Source: an optimization exercise on an open RTL-to-GDS flow (aim: small area). Production flows keep margins and buffers that such runs may drop. The RTL was checked by simulation tests, not by an equivalence proof against the original design. Power is estimated from default activity; no workload was simulated.

**flow/flow/run.sh**
```bash
#!/bin/bash
# Standard ORFS layout with three changes, none of which touches the registers:
#  1. after the standard synthesis the full adders are re-polarised to drop
#     inverters between them (fixpol.py);
#  2. the remaining plain logic is mapped again by ABC for area (reabc.py);
#  3. ports are buffered with the smallest buffer, and the clock tree is
#     built without dummy loads.
set -euo pipefail
W=$PWD
R=$W/orfs/results/${FLOW_PLATFORM}/top_mac_bfusion/base
LIB=$FLOW_HOME/platforms/${FLOW_PLATFORM}/lib/sky130_fd_sc_hd__tt_025C_1v80.lib
YOSYS=$FLOW_HOME/../tools/install/yosys/bin/yosys
[ -x "$YOSYS" ] || YOSYS=yosys
export BUFFER_PORTS_ARGS="-buffer_cell sky130_fd_sc_hd__buf_1"
export CTS_ARGS="-sink_clustering_enable -repair_clock_nets -buf_list sky130_fd_sc_hd__clkbuf_8 -dont_use_dummy_load"
bash standard.sh "$R/1_2_yosys.v" > synth.log 2>&1
cp "$R/1_2_yosys.v" "$W/1_2_yosys.std.v"
python3 flow/fixpol.py "$R/1_2_yosys.v" --free-logic > fixpol.log 2>&1
mkdir -p "$W/reabc"
python3 flow/reabc.py "$LIB" "$R/1_2_yosys.v" "$W/reabc/mid.v" > reabc_py.log 2>&1
printf 'strash\n&get -n\n&st\n&dch -f\n&nf -R 1000\n&put\ntopo\n' > "$W/reabc/area.script"
cat > "$W/reabc/r.ys" <<EOT
read_liberty -lib $LIB
read_verilog $W/reabc/mid.v
hierarchy -top $FLOW_TOP
proc; opt -fast; techmap; opt -fast
abc -liberty $LIB -script $W/reabc/area.script -dont_use *probe* -dont_use *lpflow* -dont_use *clkdly* -dont_use *dlygate* -dont_use *dlymetal*
opt_clean -purge
hilomap -singleton -hicell sky130_fd_sc_hd__conb_1 HI -locell sky130_fd_sc_hd__conb_1 LO
setundef -zero
splitnets
opt_clean -purge
write_verilog -noattr -noexpr -nohex -nodec $W/reabc/out.v
EOT
"$YOSYS" -l reabc_yosys.log -q "$W/reabc/r.ys" > /dev/null 2>&1
cp "$W/reabc/out.v" "$R/1_2_yosys.v"
python3 flow/fixpol.py "$R/1_2_yosys.v" > fixpol2.log 2>&1
bash standard.sh > layout.log 2>&1
```
**flow/flow/fixpol.py**
```python
"""Re-polarise full adders in a mapped sky130 netlist to remove inverters.

A full adder is self-dual: FA(~a,~b,~c) = (~sum, ~cout). For each fa cell we
choose whether it works on the complements of its signals, so that as few
inverters as possible are needed between cells. The logic function of every
net that leaves the adders (flip-flop inputs, ports, other gates) is kept.
usage: fixpol.py netlist.v  (rewrites the file in place)
"""
import re, sys, random

path = sys.argv[1]
FREE = '--free-logic' in sys.argv[2:]
src = open(path).read()
inst_re = re.compile(r'^(\s*)(sky130_fd_sc_hd__\w+)\s+(\S+)\s*\((.*?)\);\n', re.S | re.M)
pin_re = re.compile(r'\.(\w+)\(\s*([^()]*?)\s*\)')
OUTS = {'X', 'Y', 'SUM', 'COUT', 'Q', 'Q_N', 'HI', 'LO'}

cells = []
for m in inst_re.finditer(src):
    pins = [(p, n.strip()) for p, n in pin_re.findall(m.group(4))]
    cells.append(dict(span=m.span(), ind=m.group(1), type=m.group(2), name=m.group(3), pins=pins))

drv = {}
for i, c in enumerate(cells):
    for p, n in c['pins']:
        if p in OUTS and n: drv[n] = (i, p)

def is_inv(c):
    return re.match(r'sky130_fd_sc_hd__(inv|clkinv)_\d+$', c['type']) is not None
def is_fa(c):
    return re.match(r'sky130_fd_sc_hd__fa_\d+$', c['type']) is not None

def is_logic(c):
    return not re.match(r'sky130_fd_sc_hd__(fa|ha|df|sdf|edf|dl|conb|inv|clkinv)', c['type'])

def pin(c, p):
    for q, n in c['pins']:
        if q == p: return n
    return None

# literal of a net: (base net, polarity) following inverters
def lit(n):
    pol = 0
    seen = 0
    while n in drv and is_inv(cells[drv[n][0]]) and seen < 50:
        n = pin(cells[drv[n][0]], 'A'); pol ^= 1; seen += 1
    return (n, pol)

fas = [i for i, c in enumerate(cells) if is_fa(c)]
fa_out = {}  # base net -> fa index (nets driven by fa outputs)
for i in fas:
    for p in ('SUM', 'COUT'):
        n = pin(cells[i], p)
        if n: fa_out[n] = i

# consumers: list of (kind, cellidx or None, pin, wanted literal)
# kind 'fa' -> wanted polarity toggles with flip of that fa; else fixed.
cons = []
port_outs = set()
for i, c in enumerate(cells):
    if is_inv(c): continue
    for p, n in c['pins']:
        if p in OUTS or not n: continue
        if n.startswith("1'b") or re.match(r"^\d+'", n): 
            continue
        kind = 'fa' if is_fa(c) else ('free' if FREE and is_logic(c) else 'fix')
        cons.append((kind, i, p, lit(n)))
# inverter outputs that feed ports/other non-cell sinks: keep inverters whose output
# is a module output port net (not consumed by cells). Find port names.
hdr = src[:cells[0]['span'][0]] if cells else src
outports = set()
for m in re.finditer(r'^\s*output\s+(\[(\d+):(\d+)\]\s*)?(\S+);', hdr, re.M):
    if m.group(1):
        for k in range(int(m.group(3)), int(m.group(2)) + 1): outports.add(f'{m.group(4)}[{k}]')
    else: outports.add(m.group(4))
for i, c in enumerate(cells):
    if is_inv(c):
        y = pin(c, 'Y')
        if y in outports: cons.append(('fix', None, None, lit(y)))
for n in outports:
    if n in drv and not is_inv(cells[drv[n][0]]):
        pass

flip = {i: 0 for i in fas}

def prod_pol(base):
    i = fa_out.get(base)
    return flip[i] if i is not None else 0

def need_set():
    s = set()
    for kind, i, p, (b, q) in cons:
        if kind == 'fa': q ^= flip[i]
        if b in fa_out or True:
            if q != prod_pol(b): s.add((b, q))
    return s

def cost():
    return len(need_set())

# local search
by_base = {}
for k, (kind, i, p, (b, q)) in enumerate(cons):
    by_base.setdefault(b, []).append(k)
def inv_needed_for(b):
    if FREE and b in drv and is_logic(cells[drv[b][0]]): return 0
    pp = prod_pol(b)
    qs = set()
    for k in by_base.get(b, []):
        kind, i, p, (bb, q) = cons[k]
        if kind == 'free': continue
        if kind == 'fa': q ^= flip[i]
        qs.add(q)
    return 1 if (pp ^ 1) in qs else 0
def touched(i):
    c = cells[i]
    bs = set()
    for p in ('SUM', 'COUT'):
        n = pin(c, p)
        if n: bs.add(n)
    for p in ('A', 'B', 'CIN'):
        bs.add(lit(pin(c, p))[0])
    return bs
T = {i: touched(i) for i in fas}
start = cost()
rnd = random.Random(1)
import math
cur = sum(inv_needed_for(b) for b in by_base)
best = cur; bestflip = dict(flip)
N = max(1, len(fas))
iters = 4000 * N
for it in range(iters):
    T0 = 2.0 * (0.02/2.0) ** (it/iters)
    i = fas[rnd.randrange(N)]
    before = sum(inv_needed_for(b) for b in T[i])
    flip[i] ^= 1
    d = sum(inv_needed_for(b) for b in T[i]) - before
    if d <= 0 or rnd.random() < math.exp(-d/T0):
        cur += d
        if cur < best: best = cur; bestflip = dict(flip)
    else:
        flip[i] ^= 1
flip.update(bestflip)
end = cost()

# rewrite
names = set(re.findall(r'^\s*wire\s+(?:\[[^\]]*\]\s*)?(\S+);', src, re.M))
cnt = [0]
def newnet():
    while True:
        cnt[0] += 1
        n = f'_pol{cnt[0]}_'
        if n not in names: names.add(n); return n
phys = {}     # base -> physical net carrying produced polarity
for i in fas:
    if flip[i]:
        for p in ('SUM', 'COUT'):
            n = pin(cells[i], p)
            if n: phys[n] = newnet()
lits = {}     # (base, pol) -> net carrying that literal
new_invs = []
def get(b, q):
    if (b, q) in lits: return lits[(b, q)]
    pp = prod_pol(b)
    pn = phys.get(b, b)
    if q == pp: lits[(b, q)] = pn; return pn
    # need an inverter from pn
    if pp == 1 and q == 0: out = b            # restore original net name
    else: out = newnet()
    new_invs.append((pn, out))
    lits[(b, q)] = out
    return out

edits = {}
for idx, c in enumerate(cells):
    if is_inv(c): continue
    newpins = []
    for p, n in c['pins']:
        if p in OUTS:
            if is_fa(c) and flip[idx] and n: n = phys[n]
            newpins.append((p, n)); continue
        if not n or n.startswith("1'b") or re.match(r"^\d+'", n):
            newpins.append((p, n)); continue
        b, q = lit(n)
        if is_fa(c): q ^= flip[idx]
        newpins.append((p, get(b, q)))
    edits[idx] = newpins
for n in outports:
    if n in drv and is_inv(cells[drv[n][0]]):
        b, q = lit(n)
        got = get(b, q)
        if got != n: new_invs.append((got, n)); 
# make sure flipped fa outputs that are original nets with consumers wanting pol 0 exist
for b in phys:
    pass

def fmt(n):
    return n + ' ' if n.startswith('\\') else n
out = []
pos = 0
first = cells[0]['span'][0]
decl = ''.join(f'  wire {n};\n' for n in sorted(names - set(re.findall(r'^\s*wire\s+(?:\[[^\]]*\]\s*)?(\S+);', src, re.M))))
out.append(src[:first]); out.append(decl)
pos = first
k = 0
for idx, c in enumerate(cells):
    s, e = c['span']
    out.append(src[pos:s]); pos = e
    if is_inv(c): continue
    body = ',\n'.join(f'    .{p}({fmt(n)})' for p, n in edits[idx])
    out.append(f"{c['ind']}{c['type']} {c['name']} (\n{body}\n  );\n")
for a, y in new_invs:
    k += 1
    out.append(f'  sky130_fd_sc_hd__inv_1 _polinv{k}_ (\n    .A({fmt(a)}),\n    .Y({fmt(y)})\n  );\n')
out.append(src[pos:])
open(path, 'w').write(''.join(out))
ninv_old = sum(1 for c in cells if is_inv(c))
print(f'fixpol: {len(fas)} full adders, {sum(flip.values())} flipped; inverters {ninv_old} -> {len(new_invs)} (needed literals {start} -> {end})')
```
**flow/flow/reabc.py**
```python
"""Turn every plain logic cell of a mapped sky130 netlist back into a Boolean
assign (from the liberty functions), keeping flip-flops, full and half adders
and tie cells as instances, so ABC can map that logic again.
usage: reabc.py lib in.v out.v"""
import re, sys
lib, src, dst = sys.argv[1:4]
L = open(lib).read()
func = {}
parts = re.split(r'\n\s*cell\s*\(\s*"?(sky130_fd_sc_hd__\w+)"?\s*\)', L)
for i in range(1, len(parts), 2):
    body = parts[i + 1]
    outs = {}
    for m in re.finditer(r'pin\s*\(\s*"?(\w+)"?\s*\)\s*\{', body):
        seg = body[m.end():m.end() + 4000]
        d = re.search(r'direction\s*:\s*"?(\w+)"?', seg)
        f = re.search(r'function\s*:\s*"([^"]*)"', seg.split('pin (')[0] if 'pin (' in seg else seg)
        if d and d.group(1) == 'output' and f:
            outs[m.group(1)] = f.group(1)
    func[parts[i]] = outs
KEEP = re.compile(r'sky130_fd_sc_hd__(fa|ha|df|conb|sdf|edf|dl)')
def conv(f, pins):
    f = f.replace('!', '~').replace('+', '|').replace('*', '&')
    toks = re.findall(r"[A-Za-z_][A-Za-z0-9_]*|[~&|^()]|'", f)
    out = []
    prev = None
    for t in toks:
        operand_start = re.match(r'[A-Za-z_]', t) or t in ('(', '~')
        if prev is not None and operand_start and (re.match(r'[A-Za-z_]', prev) or prev == ')' or prev == "'"):
            out.append('&')
        if t == "'":
            # postfix complement: wrap previous operand
            out[-1] = '~' + out[-1]; prev = "'"; continue
        out.append(f'({pins[t]})' if re.match(r'[A-Za-z_]', t) else t)
        prev = t
    return ' '.join(out)
v = open(src).read()
inst_re = re.compile(r'^(\s*)(sky130_fd_sc_hd__\w+)\s+(\S+)\s*\((.*?)\);\n', re.S | re.M)
pin_re = re.compile(r'\.(\w+)\(\s*([^()]*?)\s*\)')
def fmt(n): return n + ' ' if n.startswith('\\') else n
def repl(m):
    t = m.group(2)
    if KEEP.match(t) or t not in func or not func[t]:
        return m.group(0)
    pins = {p: fmt(n.strip()) for p, n in pin_re.findall(m.group(4))}
    s = ''
    for o, f in func[t].items():
        if o in pins and pins[o].strip():
            s += f'  assign {pins[o]} = {conv(f, pins)};\n'
    return s
open(dst, 'w').write(inst_re.sub(repl, v))
```
**flow/standard.sh**
```bash
#!/bin/bash
# synth_recipe.tcl (not shown) runs the flow's synth.tcl, then flattens the netlist and writes it again
# the make line also repeats each setting of config.mk as NAME=value (left out here)
make -C /OpenROAD-flow-scripts/flow DESIGN_CONFIG=/design/flow/config.mk WORK_HOME=/design/flow/orfs CLKGATE_MAP_FILE= SYNTH_SCRIPT=/design/flow/synth_recipe.tcl "${@:-finish}"
```
**flow/config.mk**
```make
export PLATFORM = sky130hd
export DESIGN_NAME = top_mac_bfusion
export DESIGN_NICKNAME = top_mac_bfusion
export VERILOG_FILES = /design/flow/design.v
export SDC_FILE = /design/flow/constraint.sdc
export NUM_CORES = 4
export LEC_CHECK = 0
export CAP_MARGIN = 5
export CORE_MARGIN = 2
export CORE_UTILIZATION = 60
export CTS_BUF_LIST = sky130_fd_sc_hd__clkbuf_8
export GPL_TIMING_DRIVEN = 0
export SLEW_MARGIN = 5
```
**flow/constraint.sdc**
```tcl
create_clock -name core_clock -period 10.0 [get_ports {clk}]
set_input_delay 2.0000 -clock core_clock [delete_from_list [all_inputs] [get_ports {clk}]]
set_output_delay 2.0000 -clock core_clock [all_outputs]
set_load 0.01 [all_outputs]
```
**flow/design.v**
```verilog
module top_mac_bfusion (clk, rst, accu_rst, a, w, config_aw, z);
	input               clk, rst, accu_rst;
	input        [31:0] a;
	input        [31:0] w;
	input         [2:0] config_aw;
	output reg   [19:0] z;
	wire [15:0] p;
	bf_prod prod (.a(a), .w(w), .cfg(config_aw), .p(p));
	reg [15:0] m1, m2;
	reg        rst_d, clr;
	wire        m011   = ~config_aw[2] & config_aw[0];
	wire [19:0] addend = {{4{m2[15]}}, m2[15:12], m011 ? m2[13:2] : m2[11:0]};
	wire [20:0] cy;
	wire [19:0] sum;
	assign cy[0] = 1'b0;
	genvar i;
	generate for (i = 0; i < 20; i = i + 1) begin : acc
		assign sum[i]  = z[i] ^ addend[i] ^ cy[i];
		assign cy[i+1] = (z[i] & addend[i]) | (cy[i] & (z[i] ^ addend[i]));
	end endgenerate
	always @(posedge clk) begin
		m1    <= p;
		m2    <= m1;
		rst_d <= rst;
		clr   <= rst | accu_rst | rst_d;
		z     <= clr ? 20'd0 : sum;
	end
endmodule
module bf_prod (input [31:0] a, input [31:0] w, input [2:0] cfg, output [15:0] p);
	wire m000 = ~cfg[1];
	wire m010 = (cfg[1] & ~cfg[2] & ~cfg[0]);
	wire m011 = (~cfg[2] & cfg[0]);
	wire m110 = (cfg[2] & ~cfg[0]);
	wire m111 = (cfg[2] & cfg[0]);
	wire as0 = (((~cfg[0] | ~cfg[2]) & a[12]) | (m111 & a[24]));
	wire ws1 = ((m010 & w[12]) | (m111 & w[6]));
	wire pp2 = as0 & ws1;
	wire as3 = (((~cfg[0] | cfg[2]) & a[0]));
	wire ws4 = w[0];
	wire pp5 = as3 & ws4;
	wire as6 = ((~cfg[2] & a[4]) | (m110 & a[8]) | (m111 & a[16]));
	wire ws7 = (((m010 | m110 | m111) & w[4]));
	wire pp8 = as6 & ws7;
	wire as9 = a[8];
	wire ws10 = ((m010 & w[8]) | (m111 & w[2]));
	wire pp11 = as9 & ws10;
	wire ws12 = (((m010 | m110 | m111) & w[5]));
	wire pp13 = (as6 & ws12) ^ m111;
	wire as14 = (((~cfg[0] | cfg[2]) & a[1]));
	wire pp15 = as14 & ws4;
	wire as16 = a[9];
	wire pp17 = as16 & ws10;
	wire ws18 = ((m010 & w[13]) | (m111 & w[7]));
	wire pp19 = (as0 & ws18) ^ m111;
	wire ws20 = w[1];
	wire pp21 = (as3 & ws20) ^ m111;
	wire as22 = ((~cfg[2] & a[5]) | (m110 & a[9]) | (m111 & a[17]));
	wire pp23 = as22 & ws7;
	wire as24 = (((~cfg[0] | ~cfg[2]) & a[13]) | (m111 & a[25]));
	wire pp25 = as24 & ws1;
	wire ws26 = ((m010 & w[9]) | (m111 & w[3]));
	wire pp27 = (as9 & ws26) ^ m111;
	wire as28 = ((m010 & a[5]) | (m011 & a[30]) | (cfg[2] & a[9]));
	wire ws29 = ((~cfg[0] & w[5]) | (m011 & w[30]) | (m111 & w[3]));
	wire pp30 = (as28 & ws29) ^ m111;
	wire as31 = a[8];
	wire ws32 = ((m011 & w[8]) | (m110 & w[6]));
	wire pp33 = as31 & ws32;
	wire as34 = (((~cfg[0] | cfg[2]) & a[12]) | (m011 & a[14]));
	wire ws35 = (((cfg[1] & ~cfg[2]) & w[14]));
	wire pp36 = as34 & ws35;
	wire as37 = (((~cfg[0] & ~cfg[2]) & a[6]) | (m011 & a[4]) | (m110 & a[10]) | (m111 & a[25]));
	wire ws38 = (((m010 | m011 | m110) & w[4]) | (m111 & w[7]));
	wire pp39 = (as37 & ws38) ^ m111;
	wire as40 = (((~cfg[0] | cfg[2]) & a[2]) | (m011 & a[0]));
	wire ws41 = w[0];
	wire pp42 = as40 & ws41;
	wire as43 = (((~cfg[0] | cfg[2]) & a[10]) | (m011 & a[16]));
	wire ws44 = ((m010 & w[8]) | (m011 & w[16]));
	wire pp45 = as43 & ws44;
	wire as46 = ((cfg[0] & a[26]));
	wire ws47 = (((~cfg[0] | ~cfg[2]) & w[26]) | (m111 & w[6]));
	wire pp48 = as46 & ws47;
	wire as49 = ((m010 & a[4]) | (m011 & a[6]));
	wire ws50 = w[6];
	wire pp51 = as49 & ws50;
	wire as52 = (((~cfg[0] | cfg[2]) & a[8]) | (m011 & a[10]));
	wire ws53 = (((cfg[1] & ~cfg[2]) & w[10]));
	wire pp54 = as52 & ws53;
	wire as55 = ((m011 & a[2]));
	wire ws56 = w[2];
	wire pp57 = as55 & ws56;
	wire as58 = ((m010 & a[13]) | (m011 & a[24]) | (m111 & a[17]));
	wire ws59 = ((~cfg[0] & w[13]) | (m011 & w[24]) | (m111 & w[5]));
	wire pp60 = (as58 & ws59) ^ m111;
	wire as61 = (((~cfg[0] | cfg[2]) & a[14]) | (m011 & a[12]));
	wire ws62 = (((cfg[1] & ~cfg[2]) & w[12]));
	wire pp63 = as61 & ws62;
	wire as64 = (((~cfg[0] | cfg[2]) & a[1]) | (m011 & a[28]));
	wire ws65 = (((~cfg[0] | cfg[2]) & w[1]) | (m011 & w[28]));
	wire pp66 = (as64 & ws65) ^ m111;
	wire as67 = ((~cfg[0] & a[0]) | (m011 & a[20]) | (m111 & a[10]));
	wire ws68 = (((~cfg[0] | cfg[2]) & w[2]) | (m011 & w[20]));
	wire pp69 = as67 & ws68;
	wire as70 = ((cfg[0] & a[18]));
	wire ws71 = (((~cfg[0] | ~cfg[2]) & w[18]) | (m111 & w[4]));
	wire pp72 = as70 & ws71;
	wire as73 = (((~cfg[0] | cfg[2]) & a[9]) | (m011 & a[22]));
	wire ws74 = ((m010 & w[9]) | (m011 & w[22]));
	wire pp75 = as73 & ws74;
	wire ws76 = (((cfg[1] & ~cfg[2]) & w[11]));
	wire pp77 = ~(as52 & ws76);
	wire as78 = ((m011 & a[21]));
	wire ws79 = w[20];
	wire pp80 = (as78 & ws79) ^ (m010 | m110 | m111);
	wire as81 = a[12];
	wire ws82 = ((m011 & w[13]));
	wire pp83 = ~(as81 & ws82);
	wire as84 = ((m010 & a[14]) | (m011 & a[25]));
	wire ws85 = (((~cfg[0] | cfg[2]) & w[13]) | (m011 & w[24]));
	wire pp86 = as84 & ws85;
	wire as87 = ((m010 & a[5]) | (m011 & a[7]));
	wire pp88 = as87 & ws50;
	wire ws89 = (((~cfg[0] | ~cfg[2]) & w[19]) | (m111 & w[5]));
	wire pp90 = ~(as70 & ws89);
	wire as91 = a[9];
	wire pp92 = as91 & ws32;
	wire as93 = (((~cfg[0] | cfg[2]) & a[10]) | (m011 & a[23]));
	wire pp94 = as93 & ws74;
	wire ws95 = (((~cfg[0] | cfg[2]) & w[3]) | (m011 & w[21]));
	wire pp96 = (as67 & ws95) ^ cfg[1];
	wire as97 = ((m011 & a[28]));
	wire ws98 = w[29];
	wire pp99 = ~(as97 & ws98);
	wire as100 = ((m011 & a[19]));
	wire ws101 = w[18];
	wire pp102 = as100 & ws101;
	wire ws103 = w[7];
	wire pp104 = ~(as49 & ws103);
	wire as105 = (((~cfg[0] | cfg[2]) & a[3]) | (m011 & a[1]));
	wire pp106 = as105 & ws41;
	wire as107 = (((~cfg[0] | cfg[2]) & a[13]) | (m011 & a[15]));
	wire pp108 = as107 & ws35;
	wire as109 = ((m010 & a[7]) | (m011 & a[5]) | (m110 & a[11]) | (m111 & a[19]));
	wire ws110 = w[4];
	wire pp111 = as109 & ws110;
	wire as112 = a[24];
	wire ws113 = ((m011 & w[25]));
	wire pp114 = ~(as112 & ws113);
	wire ws115 = w[1];
	wire pp116 = (as40 & ws115) ^ cfg[0];
	wire as117 = a[16];
	wire ws118 = ((m011 & w[17]));
	wire pp119 = ~(as117 & ws118);
	wire ws120 = (((cfg[1] & ~cfg[2]) & w[15]));
	wire pp121 = ~(as34 & ws120);
	wire as122 = (((~cfg[0] | cfg[2]) & a[11]) | (m011 & a[17]));
	wire pp123 = as122 & ws44;
	wire as124 = ((m011 & a[22]));
	wire ws125 = w[23];
	wire pp126 = ~(as124 & ws125);
	wire as127 = ((cfg[0] & a[27]));
	wire pp128 = as127 & ws47;
	wire as129 = ((m011 & a[30]));
	wire ws130 = w[31];
	wire pp131 = ~(as129 & ws130);
	wire as132 = ((~cfg[0] & a[1]) | (m011 & a[29]) | (m111 & a[11]));
	wire ws133 = (((~cfg[0] | cfg[2]) & w[2]) | (m011 & w[28]));
	wire pp134 = as132 & ws133;
	wire as135 = (((~cfg[0] | cfg[2]) & a[15]) | (m011 & a[13]));
	wire pp136 = as135 & ws62;
	wire as137 = ((m011 & a[4]));
	wire ws138 = w[5];
	wire pp139 = ~(as137 & ws138);
	wire ws140 = w[3];
	wire pp141 = ~(as55 & ws140);
	wire ws142 = (((~cfg[0] | ~cfg[2]) & w[27]) | (m111 & w[7]));
	wire pp143 = ~(as46 & ws142);
	wire as144 = (((~cfg[0] | cfg[2]) & a[9]) | (m011 & a[11]));
	wire pp145 = as144 & ws53;
	wire as146 = ((m011 & a[31]));
	wire ws147 = w[30];
	wire pp148 = as146 & ws147;
	wire ws149 = ((m011 & w[9]) | (m110 & w[7]));
	wire pp150 = ~(as31 & ws149);
	wire as151 = ((m010 & a[6]) | (m011 & a[3]) | (m110 & a[10]));
	wire ws152 = (((~cfg[0] | cfg[2]) & w[5]) | (m011 & w[2]));
	wire pp153 = as151 & ws152;
	wire ws154 = w[21];
	wire pp155 = ~(as78 & ws154);
	wire pp156 = (as127 & ws142) ^ cfg[1];
	wire pp157 = (as91 & ws149) ^ cfg[1];
	wire ws158 = w[5];
	wire pp159 = (as109 & ws158) ^ cfg[0];
	wire as160 = ((m000 & a[0]) | (m010 & a[11]) | (m011 & a[23]) | (m110 & a[12]) | (m111 & a[20]));
	wire ws161 = (((~cfg[1] | cfg[2]) & w[4]) | (m010 & w[9]) | (m011 & w[23]));
	wire pp162 = (as160 & ws161) ^ m011;
	wire pp163 = (as87 & ws103) ^ cfg[1];
	wire ws164 = w[19];
	wire pp165 = (as100 & ws164) ^ cfg[1];
	wire ws166 = (((~cfg[0] | cfg[2]) & w[3]) | (m011 & w[29]));
	wire pp167 = (as132 & ws166) ^ cfg[1];
	wire as168 = (((~cfg[1] | cfg[2]) & a[4]) | (m010 & a[10]) | (m011 & a[17]));
	wire ws169 = (((~cfg[1] | cfg[2]) & w[0]) | (m010 & w[10]) | (m011 & w[17]));
	wire pp170 = (as168 & ws169) ^ m011;
	wire ws171 = (((~cfg[0] | cfg[2]) & w[14]) | (m011 & w[25]));
	wire pp172 = (as84 & ws171) ^ m011;
	wire ws173 = (((~cfg[0] | cfg[2]) & w[6]) | (m011 & w[3]));
	wire pp174 = (as151 & ws173) ^ m011;
	wire as175 = ((m010 & a[15]) | (m011 & a[13]) | (m111 & a[28]));
	wire ws176 = (((~cfg[0] | ~cfg[2]) & w[13]) | (m111 & w[6]));
	wire pp177 = (as175 & ws176) ^ m011;
	wire pp178 = (as107 & ws120) ^ cfg[1];
	wire as179 = ((~cfg[0] & a[2]) | (m011 & a[31]) | (m111 & a[12]));
	wire ws180 = (((~cfg[0] | cfg[2]) & w[2]) | (m011 & w[31]));
	wire pp181 = (as179 & ws180) ^ m011;
	wire pp182 = (as144 & ws76) ^ cfg[1];
	wire pp183 = (as105 & ws115) ^ cfg[0];
	wire as184 = (((~cfg[1] | cfg[2]) & a[4]) | (m010 & a[14]));
	wire ws185 = (((m000 | m011 | m110 | m111) & w[1]) | (m010 & w[15]));
	wire pp186 = (as184 & ws185) ^ (m010 | m111);
	wire as187 = ((~cfg[0] & a[3]) | (m111 & a[13]));
	wire ws188 = w[2];
	wire pp189 = as187 & ws188;
	wire as190 = (((m000 | m011) & a[1]) | (m010 & a[11]) | (m110 & a[13]) | (m111 & a[21]));
	wire ws191 = (((~cfg[1] | cfg[2]) & w[4]) | (m010 & w[10]));
	wire pp192 = as190 & ws191;
	wire as193 = ((~cfg[2] & a[7]) | (m110 & a[11]) | (m111 & a[29]));
	wire ws194 = (((m010 | m110 | m111) & w[6]));
	wire pp195 = as193 & ws194;
	wire as196 = ((~cfg[0] & a[2]) | (m111 & a[12]));
	wire ws197 = w[3];
	wire pp198 = (as196 & ws197) ^ (m010 | m110 | m111);
	wire as199 = (((m000 | m011) & a[0]) | (m010 & a[10]) | (m110 & a[12]) | (m111 & a[20]));
	wire ws200 = (((~cfg[1] | cfg[2]) & w[5]) | (m010 & w[11]));
	wire pp201 = (as199 & ws200) ^ (m010 | m111);
	wire as202 = ((~cfg[2] & a[6]) | (m110 & a[10]) | (m111 & a[28]));
	wire ws203 = (((m010 | m110 | m111) & w[7]));
	wire pp204 = (as202 & ws203) ^ (m010 | m110 | m111);
	wire as205 = (((~cfg[1] | cfg[2]) & a[5]) | (m010 & a[15]));
	wire ws206 = (((m000 | m011 | m110 | m111) & w[0]) | (m010 & w[14]));
	wire pp207 = as205 & ws206;
	wire pp208 = (as190 & ws200) ^ (m010 | m111);
	wire pp209 = (as187 & ws197) ^ (m010 | m110 | m111);
	wire as210 = (((~cfg[0] | ~cfg[2]) & a[4]) | (m111 & a[14]));
	wire ws211 = (((~cfg[1] | cfg[2]) & w[2]));
	wire pp212 = as210 & ws211;
	wire as213 = ((m000 & a[0]) | (m110 & a[12]) | (m111 & a[30]));
	wire ws214 = w[6];
	wire pp215 = as213 & ws214;
	wire pp216 = (as205 & ws185) ^ (m010 | m111);
	wire pp217 = (as193 & ws203) ^ (m010 | m110 | m111);
	wire as218 = ((m000 & a[2]) | (m110 & a[14]) | (m111 & a[22]));
	wire ws219 = w[4];
	wire pp220 = as218 & ws219;
	wire as221 = a[6];
	wire ws222 = (((~cfg[1] | cfg[2]) & w[0]));
	wire pp223 = as221 & ws222;
	wire as224 = ((m000 & a[1]) | (m110 & a[13]) | (m111 & a[31]));
	wire pp225 = as224 & ws214;
	wire ws226 = (((~cfg[1] | cfg[2]) & w[1]));
	wire pp227 = (as221 & ws226) ^ m111;
	wire as228 = a[7];
	wire pp229 = as228 & ws222;
	wire ws230 = (((~cfg[1] | cfg[2]) & w[3]));
	wire pp231 = (as210 & ws230) ^ cfg[2];
	wire as232 = ((m000 & a[3]) | (m110 & a[15]) | (m111 & a[23]));
	wire pp233 = as232 & ws219;
	wire as234 = (((~cfg[0] | ~cfg[2]) & a[5]) | (m111 & a[15]));
	wire pp235 = as234 & ws211;
	wire ws236 = w[7];
	wire pp237 = ~(as213 & ws236);
	wire ws238 = w[5];
	wire pp239 = (as218 & ws238) ^ m111;
	wire pp240 = (as228 & ws226) ^ m111;
	wire as241 = ((m000 & a[2]) | (m110 & a[14]));
	wire ws242 = w[6];
	wire pp243 = (as241 & ws242) ^ m111;
	wire pp244 = (as224 & ws236) ^ (~cfg[0] | cfg[2]);
	wire as245 = a[4];
	wire ws246 = ((m000 & w[4]));
	wire pp247 = (as245 & ws246) ^ m110;
	wire as248 = (((m000 | m110) & a[6]));
	wire ws249 = w[2];
	wire pp250 = as248 & ws249;
	wire pp251 = (as232 & ws238) ^ m111;
	wire pp252 = (as234 & ws230) ^ cfg[2];
	wire as253 = a[5];
	wire pp254 = (as253 & ws246) ^ m110;
	wire ws255 = ((m000 & w[5]));
	wire pp256 = as245 & ws255;
	wire ws257 = w[3];
	wire pp258 = (as248 & ws257) ^ m110;
	wire ws259 = w[7];
	wire pp260 = (as241 & ws259) ^ (m000 | m011 | m110 | m111);
	wire as261 = (((m000 | m110) & a[7]));
	wire pp262 = as261 & ws249;
	wire as263 = ((m000 & a[3]) | (m110 & a[15]));
	wire pp264 = as263 & ws242;
	wire pp265 = ~(as263 & ws259);
	wire pp266 = (as261 & ws257) ^ m110;
	wire pp267 = (as253 & ws255) ^ m110;
	wire as268 = a[6];
	wire pp269 = as268 & ws246;
	wire ws270 = ((m000 & w[6]));
	wire pp271 = as245 & ws270;
	wire as272 = a[7];
	wire pp273 = as272 & ws246;
	wire pp274 = as253 & ws270;
	wire ws275 = ((m000 & w[7]));
	wire pp276 = (as245 & ws275) ^ (~cfg[0] | ~cfg[2]);
	wire pp277 = as268 & ws255;
	wire pp278 = as268 & ws270;
	wire pp279 = as272 & ws255;
	wire pp280 = (as253 & ws275) ^ (cfg[0] | ~cfg[2]);
	wire pp281 = as272 & ws270;
	wire pp282 = ~(as268 & ws275);
	wire pp283 = ~(as272 & ws275);
	wire k284 = cfg[2];
	wire s285 = pp2 ^ pp5 ^ pp8;
	wire c286 = (pp2 & pp5) | (pp8 & (pp2 ^ pp5));
	wire s287 = pp11 ^ s285;
	wire c288 = pp11 & s285;
	wire s289 = pp13 ^ pp15 ^ pp17;
	wire c290 = (pp13 & pp15) | (pp17 & (pp13 ^ pp15));
	wire s291 = pp19 ^ pp21 ^ pp23;
	wire c292 = (pp19 & pp21) | (pp23 & (pp19 ^ pp21));
	wire s293 = pp25 ^ pp27 ^ c286;
	wire c294 = (pp25 & pp27) | (c286 & (pp25 ^ pp27));
	wire s295 = s289 ^ s291 ^ c288;
	wire c296 = (s289 & s291) | (c288 & (s289 ^ s291));
	wire s297 = s293 ^ s295;
	wire c298 = s293 & s295;
	wire s299 = pp30 ^ pp33 ^ pp36;
	wire c300 = (pp30 & pp33) | (pp36 & (pp30 ^ pp33));
	wire s301 = pp39 ^ pp42 ^ pp45;
	wire c302 = (pp39 & pp42) | (pp45 & (pp39 ^ pp42));
	wire s303 = pp48 ^ pp51 ^ pp54;
	wire c304 = (pp48 & pp51) | (pp54 & (pp48 ^ pp51));
	wire s305 = pp57 ^ pp60 ^ pp63;
	wire c306 = (pp57 & pp60) | (pp63 & (pp57 ^ pp60));
	wire s307 = pp66 ^ pp69 ^ pp72;
	wire c308 = (pp66 & pp69) | (pp72 & (pp66 ^ pp69));
	wire s309 = pp75 ^ c290 ^ c292;
	wire c310 = (pp75 & c290) | (c292 & (pp75 ^ c290));
	wire s311 = s299 ^ s301 ^ s303;
	wire c312 = (s299 & s301) | (s303 & (s299 ^ s301));
	wire s313 = s305 ^ s307 ^ c294;
	wire c314 = (s305 & s307) | (c294 & (s305 ^ s307));
	wire s315 = s309 ^ s311 ^ c296;
	wire c316 = (s309 & s311) | (c296 & (s309 ^ s311));
	wire s317 = s313 ^ c298 ^ s315;
	wire c318 = (s313 & c298) | (s315 & (s313 ^ c298));
	wire s319 = pp77 ^ pp80 ^ pp83;
	wire c320 = (pp77 & pp80) | (pp83 & (pp77 ^ pp80));
	wire s321 = pp86 ^ pp88 ^ pp90;
	wire c322 = (pp86 & pp88) | (pp90 & (pp86 ^ pp88));
	wire s323 = pp92 ^ pp94 ^ pp96;
	wire c324 = (pp92 & pp94) | (pp96 & (pp92 ^ pp94));
	wire s325 = pp99 ^ pp102 ^ pp104;
	wire c326 = (pp99 & pp102) | (pp104 & (pp99 ^ pp102));
	wire s327 = pp106 ^ pp108 ^ pp111;
	wire c328 = (pp106 & pp108) | (pp111 & (pp106 ^ pp108));
	wire s329 = pp114 ^ pp116 ^ pp119;
	wire c330 = (pp114 & pp116) | (pp119 & (pp114 ^ pp116));
	wire s331 = pp121 ^ pp123 ^ pp126;
	wire c332 = (pp121 & pp123) | (pp126 & (pp121 ^ pp123));
	wire s333 = pp128 ^ pp131 ^ pp134;
	wire c334 = (pp128 & pp131) | (pp134 & (pp128 ^ pp131));
	wire s335 = pp136 ^ pp139 ^ pp141;
	wire c336 = (pp136 & pp139) | (pp141 & (pp136 ^ pp139));
	wire s337 = pp143 ^ pp145 ^ pp148;
	wire c338 = (pp143 & pp145) | (pp148 & (pp143 ^ pp145));
	wire s339 = pp150 ^ pp153 ^ c300;
	wire c340 = (pp150 & pp153) | (c300 & (pp150 ^ pp153));
	wire s341 = c302 ^ c304 ^ c306;
	wire c342 = (c302 & c304) | (c306 & (c302 ^ c304));
	wire s343 = c308 ^ s319 ^ s321;
	wire c344 = (c308 & s319) | (s321 & (c308 ^ s319));
	wire s345 = s323 ^ s325 ^ s327;
	wire c346 = (s323 & s325) | (s327 & (s323 ^ s325));
	wire s347 = s329 ^ s331 ^ s333;
	wire c348 = (s329 & s331) | (s333 & (s329 ^ s331));
	wire s349 = s335 ^ s337 ^ s339;
	wire c350 = (s335 & s337) | (s339 & (s335 ^ s337));
	wire s351 = c310 ^ c312 ^ s341;
	wire c352 = (c310 & c312) | (s341 & (c310 ^ c312));
	wire s353 = s343 ^ s345 ^ s347;
	wire c354 = (s343 & s345) | (s347 & (s343 ^ s345));
	wire s355 = c314 ^ s349 ^ c316;
	wire c356 = (c314 & s349) | (c316 & (c314 ^ s349));
	wire s357 = s351 ^ s353 ^ s355;
	wire c358 = (s351 & s353) | (s355 & (s351 ^ s353));
	wire s359 = c318 ^ s357;
	wire c360 = c318 & s357;
	wire s361 = pp155 ^ pp156 ^ pp157;
	wire c362 = (pp155 & pp156) | (pp157 & (pp155 ^ pp156));
	wire s363 = pp159 ^ pp162 ^ pp163;
	wire c364 = (pp159 & pp162) | (pp163 & (pp159 ^ pp162));
	wire s365 = pp165 ^ pp167 ^ pp170;
	wire c366 = (pp165 & pp167) | (pp170 & (pp165 ^ pp167));
	wire s367 = pp172 ^ pp174 ^ pp177;
	wire c368 = (pp172 & pp174) | (pp177 & (pp172 ^ pp174));
	wire s369 = pp178 ^ pp181 ^ pp182;
	wire c370 = (pp178 & pp181) | (pp182 & (pp178 ^ pp181));
	wire s371 = pp183 ^ c320 ^ c322;
	wire c372 = (pp183 & c320) | (c322 & (pp183 ^ c320));
	wire s373 = c324 ^ c326 ^ c328;
	wire c374 = (c324 & c326) | (c328 & (c324 ^ c326));
	wire s375 = c330 ^ c332 ^ c334;
	wire c376 = (c330 & c332) | (c334 & (c330 ^ c332));
	wire s377 = c336 ^ c338 ^ s361;
	wire c378 = (c336 & c338) | (s361 & (c336 ^ c338));
	wire s379 = s363 ^ s365 ^ s367;
	wire c380 = (s363 & s365) | (s367 & (s363 ^ s365));
	wire s381 = s369 ^ c340 ^ c342;
	wire c382 = (s369 & c340) | (c342 & (s369 ^ c340));
	wire s383 = c344 ^ c346 ^ c348;
	wire c384 = (c344 & c346) | (c348 & (c344 ^ c346));
	wire s385 = s371 ^ s373 ^ s375;
	wire c386 = (s371 & s373) | (s375 & (s371 ^ s373));
	wire s387 = s377 ^ s379 ^ c350;
	wire c388 = (s377 & s379) | (c350 & (s377 ^ s379));
	wire s389 = s381 ^ c352 ^ c354;
	wire c390 = (s381 & c352) | (c354 & (s381 ^ c352));
	wire s391 = s383 ^ s385 ^ s387;
	wire c392 = (s383 & s385) | (s387 & (s383 ^ s385));
	wire s393 = c356 ^ s389 ^ s391;
	wire c394 = (c356 & s389) | (s391 & (c356 ^ s389));
	wire s395 = c358 ^ s393 ^ c360;
	wire c396 = (c358 & s393) | (c360 & (c358 ^ s393));
	wire s397 = pp186 ^ pp189 ^ pp192;
	wire c398 = (pp186 & pp189) | (pp192 & (pp186 ^ pp189));
	wire s399 = pp195 ^ pp198 ^ pp201;
	wire c400 = (pp195 & pp198) | (pp201 & (pp195 ^ pp198));
	wire s401 = pp204 ^ pp207 ^ c362;
	wire c402 = (pp204 & pp207) | (c362 & (pp204 ^ pp207));
	wire s403 = c364 ^ c366 ^ c368;
	wire c404 = (c364 & c366) | (c368 & (c364 ^ c366));
	wire s405 = c370 ^ s397 ^ s399;
	wire c406 = (c370 & s397) | (s399 & (c370 ^ s397));
	wire s407 = s401 ^ c372 ^ c374;
	wire c408 = (s401 & c372) | (c374 & (s401 ^ c372));
	wire s409 = c376 ^ c378 ^ c380;
	wire c410 = (c376 & c378) | (c380 & (c376 ^ c378));
	wire s411 = s403 ^ s405 ^ c382;
	wire c412 = (s403 & s405) | (c382 & (s403 ^ s405));
	wire s413 = c384 ^ c386 ^ s407;
	wire c414 = (c384 & c386) | (s407 & (c384 ^ c386));
	wire s415 = s409 ^ c388 ^ s411;
	wire c416 = (s409 & c388) | (s411 & (s409 ^ c388));
	wire s417 = c390 ^ s413 ^ c392;
	wire c418 = (c390 & s413) | (c392 & (c390 ^ s413));
	wire s419 = s415 ^ c394 ^ s417;
	wire c420 = (s415 & c394) | (s417 & (s415 ^ c394));
	wire s421 = c396 ^ s419;
	wire c422 = c396 & s419;
	wire s423 = k284 ^ pp208 ^ pp209;
	wire c424 = (k284 & pp208) | (pp209 & (k284 ^ pp208));
	wire s425 = pp212 ^ pp215 ^ pp216;
	wire c426 = (pp212 & pp215) | (pp216 & (pp212 ^ pp215));
	wire s427 = pp217 ^ pp220 ^ pp223;
	wire c428 = (pp217 & pp220) | (pp223 & (pp217 ^ pp220));
	wire s429 = c398 ^ c400 ^ s423;
	wire c430 = (c398 & c400) | (s423 & (c398 ^ c400));
	wire s431 = s425 ^ s427 ^ c402;
	wire c432 = (s425 & s427) | (c402 & (s425 ^ s427));
	wire s433 = c404 ^ c406 ^ s429;
	wire c434 = (c404 & c406) | (s429 & (c404 ^ c406));
	wire s435 = s431 ^ c408 ^ c410;
	wire c436 = (s431 & c408) | (c410 & (s431 ^ c408));
	wire s437 = s433 ^ c412 ^ c414;
	wire c438 = (s433 & c412) | (c414 & (s433 ^ c412));
	wire s439 = s435 ^ c416 ^ s437;
	wire c440 = (s435 & c416) | (s437 & (s435 ^ c416));
	wire s441 = c418 ^ s439 ^ c420;
	wire c442 = (c418 & s439) | (c420 & (c418 ^ s439));
	wire s443 = c422 ^ s441;
	wire c444 = c422 & s441;
	wire s445 = pp225 ^ pp227 ^ pp229;
	wire c446 = (pp225 & pp227) | (pp229 & (pp225 ^ pp227));
	wire s447 = pp231 ^ pp233 ^ pp235;
	wire c448 = (pp231 & pp233) | (pp235 & (pp231 ^ pp233));
	wire s449 = pp237 ^ pp239 ^ c424;
	wire c450 = (pp237 & pp239) | (c424 & (pp237 ^ pp239));
	wire s451 = c426 ^ c428 ^ s445;
	wire c452 = (c426 & c428) | (s445 & (c426 ^ c428));
	wire s453 = s447 ^ s449 ^ c430;
	wire c454 = (s447 & s449) | (c430 & (s447 ^ s449));
	wire s455 = s451 ^ c432 ^ s453;
	wire c456 = (s451 & c432) | (s453 & (s451 ^ c432));
	wire s457 = c434 ^ s455 ^ c436;
	wire c458 = (c434 & s455) | (c436 & (c434 ^ s455));
	wire s459 = c438 ^ s457 ^ c440;
	wire c460 = (c438 & s457) | (c440 & (c438 ^ s457));
	wire s461 = s459 ^ c442 ^ c444;
	wire c462 = (s459 & c442) | (c444 & (s459 ^ c442));
	wire s463 = pp240 ^ pp243 ^ pp244;
	wire c464 = (pp240 & pp243) | (pp244 & (pp240 ^ pp243));
	wire s465 = pp247 ^ pp250 ^ pp251;
	wire c466 = (pp247 & pp250) | (pp251 & (pp247 ^ pp250));
	wire s467 = pp252 ^ c446 ^ c448;
	wire c468 = (pp252 & c446) | (c448 & (pp252 ^ c446));
	wire s469 = s463 ^ s465 ^ c450;
	wire c470 = (s463 & s465) | (c450 & (s463 ^ s465));
	wire s471 = c452 ^ s467 ^ s469;
	wire c472 = (c452 & s467) | (s469 & (c452 ^ s467));
	wire s473 = c454 ^ s471 ^ c456;
	wire c474 = (c454 & s471) | (c456 & (c454 ^ s471));
	wire s475 = s473 ^ c458 ^ c460;
	wire c476 = (s473 & c458) | (c460 & (s473 ^ c458));
	wire s477 = s475 ^ c462;
	wire c478 = s475 & c462;
	wire s479 = pp254 ^ pp256 ^ pp258;
	wire c480 = (pp254 & pp256) | (pp258 & (pp254 ^ pp256));
	wire s481 = pp260 ^ pp262 ^ pp264;
	wire c482 = (pp260 & pp262) | (pp264 & (pp260 ^ pp262));
	wire s483 = c464 ^ c466 ^ s479;
	wire c484 = (c464 & c466) | (s479 & (c464 ^ c466));
	wire s485 = s481 ^ c468 ^ s483;
	wire c486 = (s481 & c468) | (s483 & (s481 ^ c468));
	wire s487 = c470 ^ s485 ^ c472;
	wire c488 = (c470 & s485) | (c472 & (c470 ^ s485));
	wire s489 = s487 ^ c474 ^ c476;
	wire c490 = (s487 & c474) | (c476 & (s487 ^ c474));
	wire s491 = s489 ^ c478;
	wire c492 = s489 & c478;
	wire s493 = pp265 ^ pp266 ^ pp267;
	wire c494 = (pp265 & pp266) | (pp267 & (pp265 ^ pp266));
	wire s495 = pp269 ^ pp271 ^ c480;
	wire c496 = (pp269 & pp271) | (c480 & (pp269 ^ pp271));
	wire s497 = c482 ^ s493 ^ s495;
	wire c498 = (c482 & s493) | (s495 & (c482 ^ s493));
	wire s499 = c484 ^ s497 ^ c486;
	wire c500 = (c484 & s497) | (c486 & (c484 ^ s497));
	wire s501 = s499 ^ c488 ^ c490;
	wire c502 = (s499 & c488) | (c490 & (s499 ^ c488));
	wire s503 = s501 ^ c492;
	wire c504 = s501 & c492;
	wire s505 = pp273 ^ pp274 ^ pp276;
	wire c506 = (pp273 & pp274) | (pp276 & (pp273 ^ pp274));
	wire s507 = pp277 ^ c494 ^ s505;
	wire c508 = (pp277 & c494) | (s505 & (pp277 ^ c494));
	wire s509 = c496 ^ s507 ^ c498;
	wire c510 = (c496 & s507) | (c498 & (c496 ^ s507));
	wire s511 = s509 ^ c500 ^ c502;
	wire c512 = (s509 & c500) | (c502 & (s509 ^ c500));
	wire s513 = c504 ^ s511;
	wire c514 = c504 & s511;
	wire s515 = pp278 ^ pp279 ^ pp280;
	wire c516 = (pp278 & pp279) | (pp280 & (pp278 ^ pp279));
	wire s517 = c506 ^ s515 ^ c508;
	wire c518 = (c506 & s515) | (c508 & (c506 ^ s515));
	wire s519 = s517 ^ c510 ^ c512;
	wire c520 = (s517 & c510) | (c512 & (s517 ^ c510));
	wire s521 = c514 ^ s519;
	wire c522 = c514 & s519;
	wire s523 = pp281 ^ pp282 ^ c516;
	wire c524 = (pp281 & pp282) | (c516 & (pp281 ^ pp282));
	wire s525 = s523 ^ c518 ^ c520;
	wire c526 = (s523 & c518) | (c520 & (s523 ^ c518));
	wire s527 = c522 ^ s525;
	wire c528 = c522 & s525;
	wire s529 = pp283 ^ c524 ^ c526;
	wire c530 = (pp283 & c524) | (c526 & (pp283 ^ c524));
	wire s531 = c528 ^ s529;
	wire c532 = c528 & s529;
	wire s533 = 1'b1 ^ c530 ^ c532;
	wire c534 = (1'b1 & c530) | (c532 & (1'b1 ^ c530));
	wire [15:0] s = {s533, s531, s527, s521, s513, s503, s491, s477, s461, s443, s421, s395, s359, s317, s297, s287};
	assign p = s[15:0];
endmodule
```
==> results of run 1 <==
## stage by stage
| stage | setup slack, ns | util, % | instance area [um^2] | power [W] |
|---|---|---|---|---|
| after floorplan | 0.01048 | - | 6170 | 0.001235 |
| after global placement | -2.553 | 65.83 | 6674 | 0.001500 |
| after detailed placement | -1.243 | 66.59 | 6751 | 0.001601 |
| after CTS | 0.001035 | 68.76 | 6972 | 0.001739 |
| after global routing | -0.005064 | 69.39 | 7036 | 0.001950 |
| final | 0.2084 | 69.39 | 7036 | 0.001703 |
## repair_timing
item	4_1_cts	5_1_grt
gates cloned	4	0
buffers inserted	6	4
gates resized for setup	12	12
hold buffers	0	0
pin swaps	2	1
endpoints found under the setup margin	7	4
## layer usage
metal	vias up	wire, um	GRT usage (%)
met2	464	9595	59.22
met5	-	0	0
met3	109	2933	11.56
li1	2417	-	-
met1	2780	7518	53.78
met4	0	1175	18.48
## layout make-up
| type | count | area share (%) |
|---|---|---|
| inverter | 9 | 0.5869 |
| tap | 136 | 2.419 |
| clock buffer | 5 | 0.9781 |
| multi-input combinational | 575 | 73.13 |
| timing repair buffer | 103 | 7.523 |
| sequential | 54 | 15.37 |
## worst paths after layout
kind                       from               end  slack, ns  depth (start not counted)
setup / recovery   config_aw[0]  z[19]$_SDFF_PP0_       0.21                         26
setup reg to reg  m2[2]$_DFF_P_  z[19]$_SDFF_PP0_       2.21                         23
hold reg to reg   m1[1]$_DFF_P_     m2[1]$_DFF_P_       0.33                          0
hold / removal    m1[1]$_DFF_P_     m2[1]$_DFF_P_       0.33                          0
## power by group through the flow
stage / sequential, W / clock (W) / combinational [W]
floorplan: 0.000370 / 0 / 0.000866
global placement: 0.000371 / 0 / 0.00113
detailed placement: 0.000376 / 0 / 0.00123
CTS: 0.000371 / 0.000110 / 0.00126
global route: 0.000378 / 0.000117 / 0.00146
finish: 0.000370 / 0.000108 / 0.00123
## flip-flops by register name (all words and copies together) (netlist names)
name / flops
m1: 16
z: 20
m2: 16
clr: 1
rst_d: 1
==> run summary, run 1 <==
Fin. Hold Viols 0; Int Power 0.0009536 W; most common cell after layout, fill and taps aside fa_1; drt first-iter violations 697; Power per Cell Area 242.1 nW/um^2; actual slew at the worst max-slew pin 1.089 ns; Die Ht 105.4 um; CTS tree built; grt ovf 0; syn_nets 848; num rows 37; Final setup viols 0; register share of total power 21.7%; most frequent cells in the layout fa_1, nand2_1, buf_1; setup_tns 0 ns; Longest Clk Path Bufs 2; hold crit path type reg2reg; antenna violations before repair 0; Critical Path Fanout Max 48; startpoint types input port; Worst EP required 10.16 ns; Worst slew margin 27.37%; outcome no timing/DRC/antenna violations; Initial Utilization 60.80%; routed wire length 21220 um; hold_ws 0.3340 ns; insertion delay to the later sink of the worst-skew pair 0.31 ns; Combinational Power Share 71.9%; register area 1081 um^2; # nets final 961; CTS H-tree lvls 2; CP arrival 9.95 ns; via count 5770; GRT Total Usage 39.69%; core footprint 10140 um^2; fin crit share 97.92%; Achievable Freq 102.1 MHz; VDD IR max 0.2591 mV; Worst setup EP type flop; cell repeated most along the worst path fa_1; TritonCTS buffer count 5; Fill cells 805; PortBufs 89; placed cell count 863; synthesized cell area 6165 um^2; CP delay by family, top adder cells; largest net degree at the start of global routing 49; Tmin final 9.792 ns; sw frac 44.02%; CTS Root Buffer Type clkbuf_8; area of the multi-input gates 5145 um^2; ant diodes 0; DP Wirelength 15940 um; layout cells sized above 1 5.496%; max cap viols 0; sw power 0.0007498 W; first-pass GRT wire length 32660 um; DRC viols 0; syn avg cell area 9.708 um^2; slowest stage delay, CP 0.39 ns; DR WL/cell 24.06 um; Leak 2.865 nW; vias in the first global route 5885; Reg clk slew, reported paths 0.09 ns; IO Count 90; Synth warnings 1; cells after synthesis 635; Final Non-Filler Cells 882; Buf/Inv on CP 2; Final Skew 0.01765 ns; DIE AREA 11100 um^2; Routability Congestion 1.009; Detail Route Antenna Nets 0; Slowest-stage cell, CP fa_1; Clock Sinks 54; clock group share of total power 6.3%; Pins Over Slew Limit 0; drt pass-1 iters 6; drt via density 6.542; crit path kind in2reg; die width 105.4 um; Layout area overhead 14.13%
==> run 2, diff against run 1 <==
--- a/flow/config.mk
+++ b/flow/config.mk
@@ -7,7 +7,7 @@
 export LEC_CHECK = 0
 export CAP_MARGIN = 5
 export CORE_MARGIN = 2
-export CORE_UTILIZATION = 60
+export CORE_UTILIZATION = 65
 export CTS_BUF_LIST = sky130_fd_sc_hd__clkbuf_8
 export GPL_TIMING_DRIVEN = 0
 export SLEW_MARGIN = 5
==> run 2 against run 1 <==
- still clean on timing, DRC and antenna
- core utilization is 6.8 points higher
- non-clock buffer count is 2 higher
- clock power hardly changed
- die area is 7.4% lower
- routed wire length is 1.0% higher
- total power is 1.3% higher
- worst hold slack hardly changed
- critical endpoint is now m1[15]$_DFF_P_
- largest cell class unchanged
- largest power group unchanged
- highest routed layer unchanged
==> run summary, run 2 <==
outcome no timing/DRC/antenna violations; Initial Utilization 66.72% (+5.9 points); Power per Cell Area 245.3 nW/um^2 (+1.3%); syn_nets 848 (unchanged); register area 1081 um^2 (unchanged); met3 Use GR 16.08% (+4.5 points); # nets final 961 (unchanged); Largest register FFs 20 (unchanged); Longest Clk Path Bufs 2 (unchanged); hold crit path type reg2reg; crit path kind in2reg; RSZ-0062 raised after global routing false; post-cts hold buffer count 0 (unchanged); Combinational Power Share 72.1% (+0.2 points); Pins Over Slew Limit 0 (unchanged); Reg clk slew, reported paths 0.09 ns (about the same); IO Count 90 (unchanged); FF-to-FF setup slack 2.22 ns (about the same); syn avg cell area 9.708 um^2 (unchanged); Synth warnings 1 (unchanged); DIE AREA 10280 um^2 (-7.4%); setup_tns 0 ns (unchanged); TritonCTS buffer count 5 (unchanged); most common cell after layout, fill and taps aside fa_1; CTS tree built; DP Area 6730 um^2 (-0.32%); Fill cells 644 (-20%); GR Util met1 54.60% (+0.82 points); placed cell count 856 (-0.81%); Achievable Freq 101.6 MHz (-0.48%); CP delay by family, top adder cells; GRT Total Usage 42.90% (+3.2 points); drt via density 6.759 (+3.3%); slowest stage delay, CP 0.50 ns (+0.11 ns); Worst slew margin 14.40% (-13 points); DRC viols 0 (unchanged); ant diodes 0 (unchanged); vias in the first global route 5925 (+0.68%); largest net degree at the start of global routing 49 (unchanged); Cell Chain, Critical Path buf_8 > clkinvlp_4 > buf_4 > buf_4 > nor2_4 > a22o_1 > nand2_1 > xnor2_1 > fa_1 > fa_1 > fa_1 > fa_1 > fa_1 > fa_1 > fa_1 > fa_1 > fa_1 > fa_1 > fa_1 > fa_1 > fa_1 > fa_1 > ha_1 > xnor2_1; cell repeated most along the worst path fa_1; Routability Congestion 1.040 (+3.1%); num rows 35 (-5.4%); Detail Route Antenna Nets 0 (unchanged); area of the multi-input gates 5120 um^2 (-0.49%); sw frac 44.20% (+0.19 points); top flop regs z x20, m1 x16, m2 x16; PortBufs 89 (unchanged); fin crit share 98.38% (+0.47 points); routed wire length 21440 um (+1.0%); antenna violations before repair 0 (unchanged); Die Ht 101.4 um (-3.8%); Top reg by flops z; drt pass-1 iters 7 (+1); Layout area overhead 14.15% (about the same); grt ovf 0 (unchanged); Final setup viols 0 (unchanged); met2 usage 65.31% (+6.1 points); Final Skew 0.01078 ns (-0.006869 ns); via count 5914 (+2.5%); insertion delay to the later sink of the worst-skew pair 0.30 ns (about the same); Int Power 0.0009630 W (+0.98%); register share of total power 21.6% (about the same); Clock Sinks 54 (unchanged); Fin. Hold Viols 0 (unchanged); synthesized cell area 6165 um^2 (unchanged); drt first-iter violations 637 (-8.6%); die width 101.4 um (-3.8%); CTS H-tree lvls 2 (unchanged); DP Wirelength 15740 um (-1.2%); VDD IR max 0.2803 mV (+8.2%); Layout Cell Area excl Fill 7037 um^2 (about the same); max cap viols 0 (unchanged); CTS Root Buffer Type clkbuf_8; startpoint types input port; Critical Path Fanout Max 48 (unchanged); clock group share of total power 6.3% (about the same); DR WL/cell 24.51 um (+1.8%); Final Non-Filler Cells 875 (-0.79%); actual slew at the worst max-slew pin 1.283 ns (+0.1938 ns); Tmin final 9.838 ns (+0.04687 ns); layout cells sized above 1 5.228% (-0.27 points); Slowest-stage cell, CP fa_1; sw power 0.0007629 W (+1.7%); Buf/Inv on CP 4 (+2); first-pass GRT wire length 31950 um (-2.2%); most frequent cells in the layout fa_1, nand2_1, buf_1; core footprint 9240 um^2 (-8.9%); gr busiest metal met2; cells after synthesis 635 (unchanged); Worst EP required 10.20 ns (+0.04 ns); Leak 2.884 nW (+0.68%); fin util 76.15% (+6.8 points); Worst setup EP type flop; CP arrival 10.04 ns (+0.09 ns)
[run 2: changes by cell type in the layout (fill, tap and decap cells not counted), sizes merged]
cell,previous run,this run
buf,100,101
bufbuf,1,2
nor2,43,42
nor2b,34,33
[run 2: metrics by stage]
step | hold slack, ns | total power [W] | worst slack, ns
final | 0.3336 | 0.001726 | 0.1615
after global routing | 0.3420 | 0.001966 | 0.01968
after CTS | 0.3342 | 0.001745 | 0.03912
after detailed placement | 0.3153 | 0.001604 | -1.400
after global placement | 0.3127 | 0.001493 | -2.620
after floorplan | 0.3096 | 0.001235 | 0.01048
[run 2: area by class of cell]
type                       instances  area share [%]
tap                              129           2.294
timing repair buffer             105           8.019
multi-input combinational        573           72.76
inverter                           9          0.5868
sequential                        54           15.36
clock buffer                       5          0.9780
[run 2: power groups by stage]
stage               clock (W)  combinational, W  sequential (W)
finish               0.000108           0.00125        0.000373
global route         0.000121           0.00147        0.000379
CTS                  0.000111           0.00126        0.000372
detailed placement          0           0.00123        0.000376
global placement            0           0.00112        0.000371
floorplan                   0          0.000866        0.000370
[run 2: final timing paths]
kind                                    start  cells after the start                to
worst min-delay path            m1[5]$_DFF_P_                      0     m2[5]$_DFF_P_
worst max-delay path             config_aw[2]                     24    m1[15]$_DFF_P_
worst max register to register  m2[2]$_DFF_P_                     23  z[19]$_SDFF_PP0_
worst min register to register  m1[5]$_DFF_P_                      0     m2[5]$_DFF_P_
[run 2: layer usage]
layer,vias to the layer above,wire (um)
li1,2416,-
met1,2753,7022
met2,569,9596
met3,176,3314
met4,0,1510
met5,-,0
[run 2: worst register-to-register path, cell delays in order, from the launching register on]
cell     delay, ns
dfxtp_1       0.31
nor2_1        0.10
nor2_1        0.05
ha_1          0.19
fa_1          0.38
fa_1          0.39
fa_1          0.38
fa_1          0.38
fa_1          0.39
fa_1          0.39
fa_1          0.39
fa_1          0.39
fa_1          0.39
fa_1          0.39
fa_1          0.40
fa_2          0.36
fa_2          0.35
fa_2          0.35
fa_2          0.34
fa_1          0.38
fa_2          0.35
fa_1          0.39
xnor2_1       0.15
nor2_1        0.05
[run 2: repair_timing]
action,4_1_cts,5_1_grt
resized for setup,13,10
setup endpoints to repair,8,4
buffers inserted,4,7
pin swaps,0,2
cloned,2,1

## static timing again, ports no longer ideal
Ports are ideal in the flow. The routed layouts listed here were re-timed in OpenROAD.
Step 1 sets driving cells, clkbuf_16 on the clock port and buf_2 on the other inputs (assumed; they add their load-dependent delay and slew).
Step 2 moves the port delays by t, midway between the first and last clock arrival at a register: inputs arrive t later, outputs are due t later. That takes back most of the time a late clock gives input paths.
a / b / c = ideal / step 1 / step 2; a / b = the first two.
run | t, ns | slack for setup (ns) | worst slew at a driven data input, ns
run 1 | 0.327 | 0.208 / 0.200 / -0.127 | 0.04
run 2 | 0.325 | 0.162 / 0.134 / -0.190 | 0.05
Met with ideal ports but missed after step 2: setup timing in run 1 and run 2. For run 2, which loses most, drivers alone change the setup slack by -0.028 ns; drivers and shift together by -0.352 ns.
